From an optimization exercise on the open Yosys and OpenROAD flow, aimed at small area; shortcuts taken in it are not production practice. The RTL was checked by simulation tests, not by an equivalence proof against the original design. Power is estimated from default activity; no workload was simulated.

## design/flow/constraint.sdc

```tcl
create_clock -name core_clock -period 8.0 [get_ports {clk_125mhz}]
set_input_delay 1.6000 -clock core_clock [delete_from_list [all_inputs] [get_ports {clk_125mhz}]]
set_output_delay 1.6000 -clock core_clock [all_outputs]
set_load 0.01 [all_outputs]
```

## design/flow/design.v

```verilog
`timescale 1ns / 1ps
module PWM_Generator #(
    parameter integer DIV = 25
)(
    input  wire       clk,
    input  wire       reset,      
    input  wire [8:0] duty,       
    output reg        pwm_out
);
    reg [15:0] div_cnt;
    reg [8:0]  counter;           
    always @(posedge clk or posedge reset) begin
        if (reset) begin
            div_cnt <= 16'd0;
            counter <= 9'd0;
            pwm_out <= 1'b0;
        end else begin
            if (div_cnt == DIV-1) begin
                div_cnt <= 16'd0;
                counter <= counter + 9'd1;    
            end else begin
                div_cnt <= div_cnt + 16'd1;
            end
            pwm_out <= (counter < duty);
        end
    end
endmodule
module Motor_Controller(
    input  wire       clk,
    input  wire       reset,         
    input  wire [3:0] cmd_nibble,     
    output reg        motor_in1,
    output reg        motor_in2,
    output reg        motor_in3,
    output reg        motor_in4,
    output wire       motor_pwm_a,    
    output wire       motor_pwm_b     
);
    wire [1:0] speed2 = cmd_nibble[3:2];
    wire [1:0] steer2 = cmd_nibble[1:0];
    reg [8:0] base_duty;
    always @(*) begin
        case (speed2)
            2'b00: base_duty = 9'd0;     
            2'b01: base_duty = 9'd400;   
            2'b10: base_duty = 9'd510;
            2'b11: base_duty = 9'd510;  
            default: base_duty = 9'd0;
        endcase
    end
    reg [8:0] duty_a, duty_b;
    always @(*) begin
        if (base_duty == 0) begin
            duty_a = 9'd0;
            duty_b = 9'd0;
        end else begin
            case (steer2)
                2'b00: begin  
                    duty_a = base_duty;
                    duty_b = base_duty;
                end
                2'b10: begin  
                    duty_a = 9'd0;
                    duty_b = base_duty;
                end
                2'b01: begin  
                    duty_a = base_duty;
                    duty_b = 9'd0;
                end
                default: begin
                    duty_a = base_duty;
                    duty_b = base_duty;
                end
            endcase
        end
    end
    always @(posedge clk or posedge reset) begin
        if (reset) begin
            motor_in1 <= 1'b0; motor_in2 <= 1'b0;
            motor_in3 <= 1'b0; motor_in4 <= 1'b0;
        end else begin
            if (cmd_nibble[3:2] == 2'b11) begin
                motor_in1 <= 1'b0; motor_in2 <= 1'b1;
                motor_in3 <= 1'b0; motor_in4 <= 1'b1;
            end else begin
                motor_in1 <= 1'b1; motor_in2 <= 1'b0;  
                motor_in3 <= 1'b1; motor_in4 <= 1'b0;  
            end
        end
    end
    PWM_Generator #(.DIV(25)) u_pwm_a (
        .clk(clk), .reset(reset), .duty(duty_a), .pwm_out(motor_pwm_a)
    );
    PWM_Generator #(.DIV(25)) u_pwm_b (
        .clk(clk), .reset(reset), .duty(duty_b), .pwm_out(motor_pwm_b)
    );
endmodule
`timescale 1ns/1ps
module spi_byte_master #(
    parameter integer CLK_HZ = 125_000_000,
    parameter integer SCK_HZ = 5_000_000
)(
    input  wire       clk,
    input  wire       reset,       
    input  wire       start,       
    input  wire [7:0] tx_byte,
    output reg  [7:0] rx_byte,
    output reg        busy,
    output reg        done,        
    output reg        sck,
    output reg        mosi,
    input  wire       miso
);
    localparam integer HALF_DIV = (CLK_HZ/(2*SCK_HZ) < 1) ? 1 : (CLK_HZ/(2*SCK_HZ));
    reg [15:0] div_cnt;
    reg [7:0]  sh_tx;
    reg [7:0]  sh_rx;
    reg [2:0]  bit_cnt;
    always @(posedge clk or posedge reset) begin
        if (reset) begin
            div_cnt <= 0;
            sh_tx   <= 0;
            sh_rx   <= 0;
            bit_cnt <= 0;
            sck     <= 1'b0;
            mosi    <= 1'b0;
            rx_byte <= 8'h00;
            busy    <= 1'b0;
            done    <= 1'b0;
        end else begin
            done <= 1'b0;
            if (!busy) begin
                sck <= 1'b0;
                if (start) begin
                    busy    <= 1'b1;
                    div_cnt <= 0;
                    sh_tx   <= tx_byte;
                    sh_rx   <= 8'h00;
                    bit_cnt <= 3'd7;
                    mosi    <= tx_byte[7];   
                end
            end else begin
                if (div_cnt == HALF_DIV-1) begin
                    div_cnt <= 0;
                    sck <= ~sck;
                    if (sck == 1'b0) begin
                        sh_rx <= {sh_rx[6:0], miso};
                    end else begin
                        if (bit_cnt != 0) begin
                            bit_cnt <= bit_cnt - 1'b1;
                            mosi    <= sh_tx[bit_cnt-1];
                        end else begin
                            rx_byte <= sh_rx;
                            busy    <= 1'b0;
                            done    <= 1'b1;
                            sck     <= 1'b0;
                        end
                    end
                end else begin
                    div_cnt <= div_cnt + 1'b1;
                end
            end
        end
    end
endmodule
module top_artyz7_nrf24_rx_singlefile #(
    parameter integer CLK_HZ = 125_000_000,
    parameter [7:0]   RF_CH      = 8'd76,
    parameter integer PAYLOAD_W  = 32,                      
    parameter [39:0]  RX_ADDR_P0 = 40'h65646F4E31,
    parameter integer SPI_HZ     = 5_000_000
)(
    input  wire clk_125mhz,
    input  wire reset_btn,      
    output wire nrf_mosi,
    input  wire nrf_miso,
    output wire nrf_sck,
    output reg  nrf_csn,
    output reg  nrf_ce,
    output reg  [3:0] led,
    output wire       motor_in1,
    output wire       motor_in2,
    output wire       motor_in3,
    output wire       motor_in4,
    output wire       motor_pwm_a,   
    output wire       motor_pwm_b
);
    reg        spi_start;
    reg [7:0]  spi_tx;
    wire [7:0] spi_rx;
    wire       spi_busy;
    wire       spi_done;
    spi_byte_master #(
        .CLK_HZ(CLK_HZ),
        .SCK_HZ(SPI_HZ)
    ) u_spi (
        .clk    (clk_125mhz),
        .reset  (reset_btn),
        .start  (spi_start),
        .tx_byte(spi_tx),
        .rx_byte(spi_rx),
        .busy   (spi_busy),
        .done   (spi_done),
        .sck    (nrf_sck),
        .mosi   (nrf_mosi),
        .miso   (nrf_miso)
    );
    localparam [7:0] CMD_R_RX_PAYLOAD = 8'h61;
    localparam [7:0] CMD_FLUSH_RX     = 8'hE2;
    localparam [7:0] CMD_NOP          = 8'hFF;
    localparam [7:0] CMD_W_REGISTER   = 8'h20;
    localparam [7:0] REG_CONFIG       = 8'h00;
    localparam [7:0] REG_EN_AA        = 8'h01;
    localparam [7:0] REG_EN_RXADDR    = 8'h02;
    localparam [7:0] REG_SETUP_AW     = 8'h03;
    localparam [7:0] REG_RF_CH        = 8'h05;
    localparam [7:0] REG_RF_SETUP     = 8'h06;
    localparam [7:0] REG_STATUS       = 8'h07;
    localparam [7:0] REG_RX_ADDR_P0   = 8'h0A;
    localparam [7:0] REG_RX_PW_P0     = 8'h11;
    reg        frame_start;
    reg [5:0]  frame_len;
    reg [5:0]  frame_idx;
    reg [5:0]  frame_id;
    reg        frame_active;
    reg        frame_done_pulse;
    reg [7:0]  frame_rx_mem [0:40];
    localparam [5:0] F_W_EN_AA       = 6'd1;
    localparam [5:0] F_W_EN_RXADDR   = 6'd2;
    localparam [5:0] F_W_SETUP_AW    = 6'd3;
    localparam [5:0] F_W_RF_CH       = 6'd4;
    localparam [5:0] F_W_RF_SETUP    = 6'd5;
    localparam [5:0] F_W_RX_ADDR0    = 6'd6;
    localparam [5:0] F_W_RX_PW0      = 6'd7;
    localparam [5:0] F_W_CONFIG      = 6'd8;
    localparam [5:0] F_FLUSH_RX      = 6'd9;
    localparam [5:0] F_CLEAR_STATUS  = 6'd10;
    localparam [5:0] F_READ_STATUS   = 6'd11;
    localparam [5:0] F_READ_PAYLOAD  = 6'd12;
    function [7:0] tx_lookup;
        input [5:0] fid;
        input [5:0] idx;
        begin
            tx_lookup = CMD_NOP;
            case (fid)
                F_W_EN_AA: begin
                    if (idx==0) tx_lookup = CMD_W_REGISTER | REG_EN_AA;
                    else        tx_lookup = 8'h00;  
                end
                F_W_EN_RXADDR: begin
                    if (idx==0) tx_lookup = CMD_W_REGISTER | REG_EN_RXADDR;
                    else        tx_lookup = 8'h01;  
                end
                F_W_SETUP_AW: begin
                    if (idx==0) tx_lookup = CMD_W_REGISTER | REG_SETUP_AW;
                    else        tx_lookup = 8'h03;  
                end
                F_W_RF_CH: begin
                    if (idx==0) tx_lookup = CMD_W_REGISTER | REG_RF_CH;
                    else        tx_lookup = RF_CH;
                end
                F_W_RF_SETUP: begin
                    if (idx==0) tx_lookup = CMD_W_REGISTER | REG_RF_SETUP;
                    else        tx_lookup = 8'h03;
                end
                F_W_RX_ADDR0: begin
                    if (idx==0)      tx_lookup = CMD_W_REGISTER | REG_RX_ADDR_P0;
                    else if (idx==1) tx_lookup = RX_ADDR_P0[7:0];
                    else if (idx==2) tx_lookup = RX_ADDR_P0[15:8];
                    else if (idx==3) tx_lookup = RX_ADDR_P0[23:16];
                    else if (idx==4) tx_lookup = RX_ADDR_P0[31:24];
                    else             tx_lookup = RX_ADDR_P0[39:32];
                end
                F_W_RX_PW0: begin
                    if (idx==0) tx_lookup = CMD_W_REGISTER | REG_RX_PW_P0;
                    else        tx_lookup = PAYLOAD_W[7:0];
                end
                F_W_CONFIG: begin
                    if (idx==0) tx_lookup = CMD_W_REGISTER | REG_CONFIG;
                    else        tx_lookup = 8'h0F;
                end
                F_FLUSH_RX: begin
                    tx_lookup = CMD_FLUSH_RX;
                end
                F_CLEAR_STATUS: begin
                    if (idx==0) tx_lookup = CMD_W_REGISTER | REG_STATUS;
                    else        tx_lookup = 8'h70;  
                end
                F_READ_STATUS: begin
                    tx_lookup = CMD_NOP;  
                end
                F_READ_PAYLOAD: begin
                    if (idx==0) tx_lookup = CMD_R_RX_PAYLOAD;
                    else        tx_lookup = CMD_NOP;
                end
                default: tx_lookup = CMD_NOP;
            endcase
        end
    endfunction
    always @(posedge clk_125mhz or posedge reset_btn) begin
        if (reset_btn) begin
            frame_active     <= 1'b0;
            frame_done_pulse <= 1'b0;
            frame_idx        <= 0;
            spi_start        <= 1'b0;
            spi_tx           <= 8'h00;
            nrf_csn          <= 1'b1;
        end else begin
            frame_done_pulse <= 1'b0;
            spi_start        <= 1'b0;
            if (frame_start && !frame_active) begin
                frame_active <= 1'b1;
                frame_idx    <= 0;
                nrf_csn      <= 1'b0;
                spi_tx       <= tx_lookup(frame_id, 0);
                spi_start    <= 1'b1;
            end else if (frame_active) begin
                if (spi_done) begin
                    frame_rx_mem[frame_idx] <= spi_rx;
                    if (frame_idx == frame_len - 1) begin
                        frame_active     <= 1'b0;
                        frame_done_pulse <= 1'b1;
                        nrf_csn          <= 1'b1;
                    end else begin
                        frame_idx <= frame_idx + 1'b1;
                        spi_tx    <= tx_lookup(frame_id, frame_idx + 1'b1);
                        spi_start <= 1'b1;
                    end
                end
            end
        end
    end
    localparam [7:0] ST_RESET         = 8'd0;
    localparam [7:0] ST_STARTUP_DELAY = 8'd1;
    localparam [7:0] ST_DO_FRAME      = 8'd2;
    localparam [7:0] ST_WAIT_FRAME    = 8'd3;
    localparam [7:0] ST_PWRUP_DELAY   = 8'd4;
    localparam [7:0] ST_RUN           = 8'd5;
    reg [7:0] state;
    reg [7:0] state_after_frame;
    localparam integer STARTUP_MS  = 5;
    localparam integer PWRUP_MS    = 3;
    localparam integer STARTUP_CYC = (CLK_HZ/1000)*STARTUP_MS;
    localparam integer PWRUP_CYC   = (CLK_HZ/1000)*PWRUP_MS;
    reg [31:0] delay_cnt;
    localparam integer POLL_MS  = 1;
    localparam integer POLL_CYC = (CLK_HZ/1000)*POLL_MS;
    reg [31:0] poll_cnt;
    reg [7:0] status_byte;
    reg [7:0] payload [0:31];
    integer i;
    task automatic kick_frame;
        input [5:0] fid;
        input [5:0] flen;
        input [7:0] next_st;
        begin
            frame_id          <= fid;
            frame_len         <= flen;
            frame_start       <= 1'b1;
            state             <= ST_WAIT_FRAME;
            state_after_frame <= next_st;
        end
    endtask
    always @(posedge clk_125mhz or posedge reset_btn) begin
        if (reset_btn) begin
            state       <= ST_RESET;
            frame_start <= 1'b0;
            nrf_ce      <= 1'b0;
            led         <= 4'b0000;
            delay_cnt   <= 0;
            poll_cnt    <= 0;
            status_byte <= 8'h00;
            for (i=0; i<32; i=i+1) payload[i] <= 8'h00;
        end else begin
            frame_start <= 1'b0;
            case (state)
                ST_RESET: begin
                    nrf_ce    <= 1'b0;
                    delay_cnt <= 0;
                    poll_cnt  <= 0;
                    state     <= ST_STARTUP_DELAY;
                end
                ST_STARTUP_DELAY: begin
                    if (delay_cnt >= STARTUP_CYC) begin
                        delay_cnt <= 0;
                        kick_frame(F_W_EN_AA,      6'd2, ST_DO_FRAME);
                    end else begin
                        delay_cnt <= delay_cnt + 1'b1;
                    end
                end
                ST_DO_FRAME: begin
                    case (frame_id)
                        F_W_EN_AA:     kick_frame(F_W_EN_RXADDR,  6'd2, ST_DO_FRAME);
                        F_W_EN_RXADDR: kick_frame(F_W_SETUP_AW,   6'd2, ST_DO_FRAME);
                        F_W_SETUP_AW:  kick_frame(F_W_RF_CH,      6'd2, ST_DO_FRAME);
                        F_W_RF_CH:     kick_frame(F_W_RF_SETUP,   6'd2, ST_DO_FRAME);
                        F_W_RF_SETUP:  kick_frame(F_W_RX_ADDR0,   6'd6, ST_DO_FRAME);
                        F_W_RX_ADDR0:  kick_frame(F_W_RX_PW0,     6'd2, ST_DO_FRAME);
                        F_W_RX_PW0:    kick_frame(F_W_CONFIG,     6'd2, ST_DO_FRAME);
                        F_W_CONFIG:    kick_frame(F_FLUSH_RX,     6'd1, ST_DO_FRAME);
                        F_FLUSH_RX:    kick_frame(F_CLEAR_STATUS, 6'd2, ST_PWRUP_DELAY);
                        default:       state <= ST_PWRUP_DELAY;
                    endcase
                end
                ST_WAIT_FRAME: begin
                    if (frame_done_pulse) begin
                        case (frame_id)
                            F_READ_STATUS: begin
                                status_byte <= frame_rx_mem[0];
                                if (frame_rx_mem[0][6]) begin
                                    kick_frame(F_READ_PAYLOAD, (6'd1 + PAYLOAD_W[5:0]), ST_WAIT_FRAME);
                                end else begin
                                    state <= ST_RUN;
                                end
                            end
                            F_READ_PAYLOAD: begin
                                for (i=0; i<32; i=i+1) begin
                                    if (i < PAYLOAD_W) payload[i] <= frame_rx_mem[i+1];
                                end
                                led <= frame_rx_mem[1][3:0];  
                                kick_frame(F_CLEAR_STATUS, 6'd2, ST_RUN);
                            end
                            default: begin
                                state <= state_after_frame;
                            end
                        endcase
                    end
                end
                ST_PWRUP_DELAY: begin
                    if (delay_cnt >= PWRUP_CYC) begin
                        delay_cnt <= 0;
                        nrf_ce    <= 1'b1;    
                        poll_cnt  <= 0;
                        state     <= ST_RUN;
                    end else begin
                        delay_cnt <= delay_cnt + 1'b1;
                    end
                end
                ST_RUN: begin
                    if (poll_cnt >= POLL_CYC) begin
                        poll_cnt <= 0;
                        kick_frame(F_READ_STATUS, 6'd1, ST_RUN);
                    end else begin
                        poll_cnt <= poll_cnt + 1'b1;
                    end
                end
                default: state <= ST_RESET;
            endcase
        end
    end
        Motor_Controller u_motor (
        .clk        (clk_125mhz),
        .reset      (reset_btn),
        .cmd_nibble (led),
        .motor_in1  (motor_in1),
        .motor_in2  (motor_in2),
        .motor_in3  (motor_in3),
        .motor_in4  (motor_in4),
        .motor_pwm_a(motor_pwm_a),
        .motor_pwm_b(motor_pwm_b)
    );
endmodule
```

## design/flow/run.sh

```bash
#!/bin/bash
# synth_recipe.tcl (not shown) runs the flow's synth.tcl, then flattens the netlist and writes it again
# the make line also repeats each setting of config.mk as NAME=value (left out here)
make -C /OpenROAD-flow-scripts/flow DESIGN_CONFIG=/design/flow/config.mk WORK_HOME=/design/flow/orfs CLKGATE_MAP_FILE= SYNTH_SCRIPT=/design/flow/synth_recipe.tcl finish
```

## design/flow/config.mk

```make
export PLATFORM = sky130hd
export DESIGN_NAME = top_artyz7_nrf24_rx_singlefile
export DESIGN_NICKNAME = top_artyz7_nrf24_rx_singlefile
export VERILOG_FILES = /design/flow/design.v
export SDC_FILE = /design/flow/constraint.sdc
export NUM_CORES = 4
export LEC_CHECK = 0
export CAP_MARGIN = 20
export CORE_MARGIN = 2
export CORE_UTILIZATION = 40
export SLEW_MARGIN = 20
```

==> flow_metrics.tcl <==
set metrics [dict create \
    status "no timing/DRC/antenna violations" \
    maxCapViolCount 0 \
    path_delay_family "buffers and inverters" \
    final_util_pct 45.3 \
    synth_edf_count 16 \
    initial_core_util_pct 40.8 \
    holdPathStages 0 \
    path_cells "clkdlybuf4s50_1 -> inv_8 -> buf_4" \
    rsz0062_at_grt "false" \
    yosys_warnings 6 \
    clk_latency_ns 0.53 \
    ys_seq_elements 204 \
    cts_hold_buffers 0 \
    timing.final.setup_violations 0 \
    fp.dieH_um 170 \
    post-route-period-util_pct 40.5 \
    nets 1173 \
    r2r_start "frame_id[3]" \
    startpoint_type "input pin" \
    rr_worst_depth 5 \
    finalSetupTns_ns 0 \
    arrival_ns 3.76 \
    cts.sinks 204 \
    drc 0 \
    cts-htree-levels 1 \
    vias_per_cell 5.59 \
    end_kind "asynchronous set/reset pin" \
    r2r_end "led[2]" \
    wirelength_mm 23.2 \
    grt_overflow 0 \
    area_delta_synth_final_pct 10.9 \
    worstHoldPathType "reg2reg" \
    cts_tree "yes" \
    drtIter0Drc 505 \
    rows 60 \
    final_layout_size_suffix_gt1_share_pct 9.29 \
    hold_end "frame_rx_mem[1][1]" \
    syn_area_um2 11000 \
    slew_headroom_pct 29.9 \
    cts.repair.resized 0 \
    ys.flop_type "dfrtp_1" \
    power.leakage_uw 0.00538 \
    avgSynthCellArea_um2 9.69 \
    grtUsageTotal_pct 16.4 \
    hold_viol 0 \
    grt_max_degree 113 \
    fin_ws_ns 4.76 \
    num_vias 8344 \
    fp.dieW_um 170 \
    synth_nets 1172 \
    crit_fanout 112 \
    grt_pass1_vias 7968 \
    crit_required_ns 8.52 \
    fin_hold_ws_ns 0.455 \
    cts-root-buf "clkbuf_16" \
    clk_path_buf_depth 3 \
    cts_buffers 23 \
    worst_pin_slew_ns 1.05 \
    slew_viol_final 0 \
    drt-pass1-iter-count 5 \
    ff2ff_setup_slack_ns 5.10 \
    coreArea_um2 27000 \
    yosysTopAreaCell "dfrtp_1" \
    crit_type "in2async" \
    clk_pin_slew_ns 0.06 \
    power_uw 2120 \
    drt.antenna.violating_nets 0 \
    place.gp.congestion 0.827 \
    post_cts_buffers 0 \
    dp_slack_ns 4.06 \
    ios 17 \
    antenna_cells 0 \
    fin_crit_ns 3.24 \
    portBuffers 16 \
    yosysUniqueCellTypes 87 \
    hold_start "u_spi.rx_byte[1]" \
    async_flop_share_pct 92.2 \
    powerDensity_nw_per_um2 174 \
    synthTopCellsByArea "dfrtp_1 43%, edfxtp_1 4.4%, ha_1 3.9%, nand2_1 3.6%, nor2_1 3.2%" \
    die_area_um2 28800 \
    skew_ns 0.0115 \
    dp_hpwl_mm 15.4 \
    synth_cells 1135 \
    fmax_ghz 0.308 \
    cp.buffers_inverters 3 \
    yosys.area.top_type_share_pct 42.6 \
    seq_area_frac_synth_pct 47.2 \
    wire_per_inst_um 15.5 \
    cpMaxStageDelayCell "buf_4" \
    cpPeakStageDelay_ns 0.86 \
    ir_drop_uv 136 \
    antenna_found_initial 0 \
    grt_pass1_wl_mm 39.6 \
]
## logic make-up (layout without fill, tap and decap cells)
kind of cell / count (synthesis) / in the layout / share of synthesized area [%]
XOR/XNOR: 57 / 57 / 4.54
adder cells (fa/ha/maj): 34 / 34 / 3.87
flip-flops: 204 / 204 / 47.2
multiplexers: 32 / 32 / 3.41
AO/OA/AOI/OAI: 261 / 261 / 15.6
buffers and inverters: 92 / 109 / 3.52
AND/OR/NAND/NOR: 455 / 455 / 21.9
## per-layer routing
layer,routed length [um],global-route usage [%]
met1,11400,23.6
met3,946,2.43
met2,10300,25.8
met4,513,4.57
met5,0,0
## cell usage after synthesis (28+ instances only)
cell type  instances
a31oi_1           28
ha_1              34
clkbuf_1          31
nand3_1           57
inv_1             44
and2_1            30
nand2_1          105
xnor2_1           38
o21ai_0           59
a21oi_1           55
nor3_1            30
dfrtp_1          187
nor2_1            93
## flip-flops by register name, summed over array words and instances, names as in the netlist, 9 cells and up
name / flops
delay_cnt: 32
poll_cnt: 32
u_motor.u_pwm_a.div_cnt: 16
u_motor.u_pwm_b.div_cnt: 16
u_spi.div_cnt: 16
u_motor.u_pwm_a.counter: 9
u_motor.u_pwm_b.counter: 9
## cell type report
cell class,count,area (um^2)
inverter,45,176
timing repair buffer,23,213
sequential,204,5190
clock inverter,10,96.3
clock buffer,31,677
tap,341,427
fill,2545,14800
multi-input combinational,839,5420
## per-stage QoR
stage	cells	instance area [um^2]
global placement	1452	11400
floorplan	1135	11000
CTS	1493	12200
global route	1493	12200
finish	1493	12200
detailed placement	1452	11400
## power by group
| group | internal [uW] | total, uW | switching [uW] | leakage (uW) |
|---|---|---|---|---|
| clock | 630 | 1060 | 432 | 0.000386 |
| combinational | 1.37 | 20.2 | 18.8 | 0.00227 |
| sequential | 1040 | 1040 | 0 | 0.00273 |
| total | 1670 | 2120 | 451 | 0.00538 |
## worst reg2reg max path, cell delays in order, from the launching register on
cell and delay (ns):
edfxtp_1 0.80, inv_1 0.39, nor3_1 0.46, nand2_1 0.27, nor2_1 0.48, mux2_2 0.39
## cells in the final DEF (no fill, tap or decap), types with 15 or more instances in the layout
cell type,count
a21oi_1,55
a31oi_1,28
and2_1,30
and3_1,17
clkbuf_16,24
clkdlybuf4s50_1,16
dfrtp_1,187
edfxtp_1,16
ha_1,34
inv_1,43
mux2_2,21
nand2_1,105
nand2b_1,15
nand3_1,57
nand4_1,23
nor2_1,93
nor3_1,30
nor4_1,23
o21ai_0,59
xnor2_1,38
xor2_1,19
## worst max path at each step
stage,slack (ns),depth (start not counted),endpoint,start
final,4.76,3,u_motor.u_pwm_b.div_cnt[1],reset_btn
after global routing,4.37,3,delay_cnt[24],reset_btn
after CTS,4.62,3,delay_cnt[20],reset_btn
after detailed placement,4.06,3,delay_cnt[30],reset_btn
after global placement,4.08,3,delay_cnt[24],reset_btn
after floorplan,1.29,1,delay_cnt[0],reset_btn

re-timing with driven ports:
The flow's constraints put no driver on any port. The routed layout listed below was extracted and timed again, unchanged, in two steps. Step 1 sets driving cells, clkbuf_16 on the clock port and buf_2 on the other inputs (assumed; they add their load-dependent delay and slew). Step 2 also shifts input and output timing later by t, the mid clock arrival at the registers, as if the neighbouring blocks saw the same clock. Slacks: ideal / step 1 / step 2; pairs: ideal / step 1.
t (ns): 0.571
slack for setup (ns): 4.758 / 4.739 / 4.188
worst setup path after step 2: input, reset recovery
worst slew at a driven data input, ns: 0.06
After both steps setup and hold are still met in this run. The setup slack of this run moves by -0.019 ns with the drivers and by -0.570 ns with both steps. Setup slack includes reset recovery checks.
